Background: an optimization exercise with open tools, aiming at small area. Do not read the settings as production practice.
Power figures rest on the tool's default switching activity, not on a simulated workload.

== run C ==
==> flow/design.v <==
module alarm_clock_top(clock, key, reset, time_button, alarm_button, fastwatch,
                       ms_hr, ls_hr, ms_min, ls_min, alarm_sound);
input [3:0] key;
input clock, reset, time_button, alarm_button, fastwatch;
output [7:0] ms_hr, ls_hr, ms_min, ls_min;
output alarm_sound;
localparam ST   = 3'b000;   
localparam SA   = 3'b001;   
localparam SETA = 3'b010;   
localparam SETC = 3'b011;   
localparam KS   = 3'b100;   
localparam KW   = 3'b101;   
localparam KE1  = 3'b110;   
localparam KE   = 3'b111;   
reg [2:0] ps;
reg [3:0] cnt;              
reg [3:0] t3, t2, t1, t0;   
reg [3:0] a3, a2, a1, a0;   
reg [3:0] k3, k2, k1, k0;   
reg [7:0] sc;               
reg [5:0] mc;               
wire rc      = (ps == SETC);
wire nokey   = (key == 4'd10);
wire time_out = cnt[3] & cnt[0];
wire sec_wrap   = (sc == 8'd0);
wire one_second = sec_wrap & (mc != 6'd0);
wire one_min    = sec_wrap & (mc == 6'd60);
wire one_minute = fastwatch ? one_second : one_min;
always @(posedge clock or posedge reset)
  if (reset) begin
    sc <= 8'd0;
    mc <= 6'd0;
  end else if (rc) begin
    sc <= 8'd0;
    mc <= 6'd0;
  end else begin
    sc <= sc + 8'd1;
    if (sec_wrap)
      mc <= (mc == 6'd60) ? 6'd1 : mc + 6'd1;
  end
reg [2:0] ns;
always @* begin
  case (ps)
    ST:   ns = alarm_button ? SA : (!nokey ? KS : ST);
    SA:   ns = alarm_button ? SA : ST;
    KS:   ns = KW;
    KW:   ns = time_out ? ST : (nokey ? KE1 : KW);
    KE1, KE:
          ns = time_out ? ST : (!nokey ? KS : (alarm_button ? SETA :
               (time_button ? SETC : KE)));
    default: ns = ST;
  endcase
end
always @(posedge clock or posedge reset)
  if (reset) ps <= ST;
  else ps <= ns;
always @(posedge clock)
  if (ps == KS)
    cnt <= 4'd0;
  else if (ps == KE1)
    cnt <= {3'd0, one_second};
  else if (one_second)
    cnt <= cnt + 4'd1;
always @(posedge clock or posedge reset)
  if (reset) begin
    k3 <= 0; k2 <= 0; k1 <= 0; k0 <= 0;
  end else if (ps == KS) begin
    k3 <= k2; k2 <= k1; k1 <= k0; k0 <= key;
  end
always @(posedge clock or posedge reset)
  if (reset) begin
    a3 <= 0; a2 <= 0; a1 <= 0; a0 <= 0;
  end else if (ps == SETA) begin
    a3 <= k3; a2 <= k2; a1 <= k1; a0 <= k0;
  end
wire c9    = (t0 == 4'd9);
wire c59   = c9 & (t1 == 4'd5);
wire c959  = c59 & (t2 == 4'd9);
wire c2359 = c59 & (t2 == 4'd3) & (t3 == 4'd2);
always @(posedge clock or posedge reset)
  if (reset) begin
    t3 <= 0; t2 <= 0; t1 <= 0; t0 <= 0;
  end else if (rc) begin
    t3 <= k3; t2 <= k2; t1 <= k1; t0 <= k0;
  end else if (one_minute) begin
    t0 <= c9 ? 4'd0 : t0 + 4'd1;
    if (c9) t1 <= c59 ? 4'd0 : t1 + 4'd1;
    if (c59) begin
      t2 <= (c959 | c2359) ? 4'd0 : t2 + 4'd1;
      if (c2359) t3 <= 4'd0;
      else if (c959) t3 <= t3 + 4'd1;
    end
  end
wire show_key   = ps[2];
wire show_alarm = (ps == SA);
wire [15:0] dv = show_key ? {k3, k2, k1, k0} :
                 show_alarm ? {a3, a2, a1, a0} : {t3, t2, t1, t0};
function [7:0] lcd;
  input [3:0] d;
  lcd = (d > 4'd9) ? 8'h3A : {4'h3, d};
endfunction
assign ms_hr  = lcd(dv[15:12]);
assign ls_hr  = lcd(dv[11:8]);
assign ms_min = lcd(dv[7:4]);
assign ls_min = lcd(dv[3:0]);
assign alarm_sound = !show_key && !show_alarm &&
                     ({t3, t2, t1, t0} == {a3, a2, a1, a0});
endmodule
Settings: LEC_CHECK=0, ABC_AREA=1, CAP_MARGIN=20, CORE_MARGIN=2, CORE_UTILIZATION=40, SLEW_MARGIN=20; clock period 6.0 ns.
run.sh (not shown) runs the stock make flow with config.mk's settings and CLKGATE_MAP_FILE= SYNTH_SCRIPT=/design/flow/synth_recipe.tcl, a recipe that flattens the netlist after the stock synthesis.
Edits applied to the flow inputs when going from run C to run E:
Settings: ABC_AREA removed (was 1).
Notes after the runs:
- Share of total power in sequential cells sits higher in run E than in run C.
- Number of global-route vias before repair, run E and run C: smaller value in run E
- Run E: all stages complete, timing, DRC and antenna checks passed
- As of run E, final non-filler cell area had fallen slightly compared to run C.
- Summary of run E over run C: power share of the clock group went down 3.7 points, share of the core filled with cells went down 0.22 points, peak ir drop on the vdd network went down about 8%, final critical-path setup slack went down 0.34 ns.
No functional check of the RTL was part of any run of this note.

## static timing again, ports no longer ideal
In the flow no input, the clock included, has a driving cell. The finished layouts below were timed again as built, in two steps. Step 1 sets driving cells, clkbuf_16 on the clock port and buf_2 on the other inputs (assumed; they add their load-dependent delay and slew). Step 2 adds t to the input delays and takes it off the output delays; t is the mean of the earliest and latest rising clock arrival at the registers after step 1. Input paths then give back, and output paths get back, about the clock's delay inside the block. a / b / c = ideal / step 1 / step 2; a / b = the first two.
| run | t, ns | setup slack, ns | worst setup path after step 2 | worst register clock-pin slew, ns |
|---|---|---|---|---|
| run C | 0.387 | 1.995 / 1.961 / 2.348 | register to output | 0.08 / 0.08 |
| run E | 0.365 | 1.659 / 1.626 / 1.991 | register to output | 0.07 / 0.07 |
After both steps setup and hold are still met in every run listed.
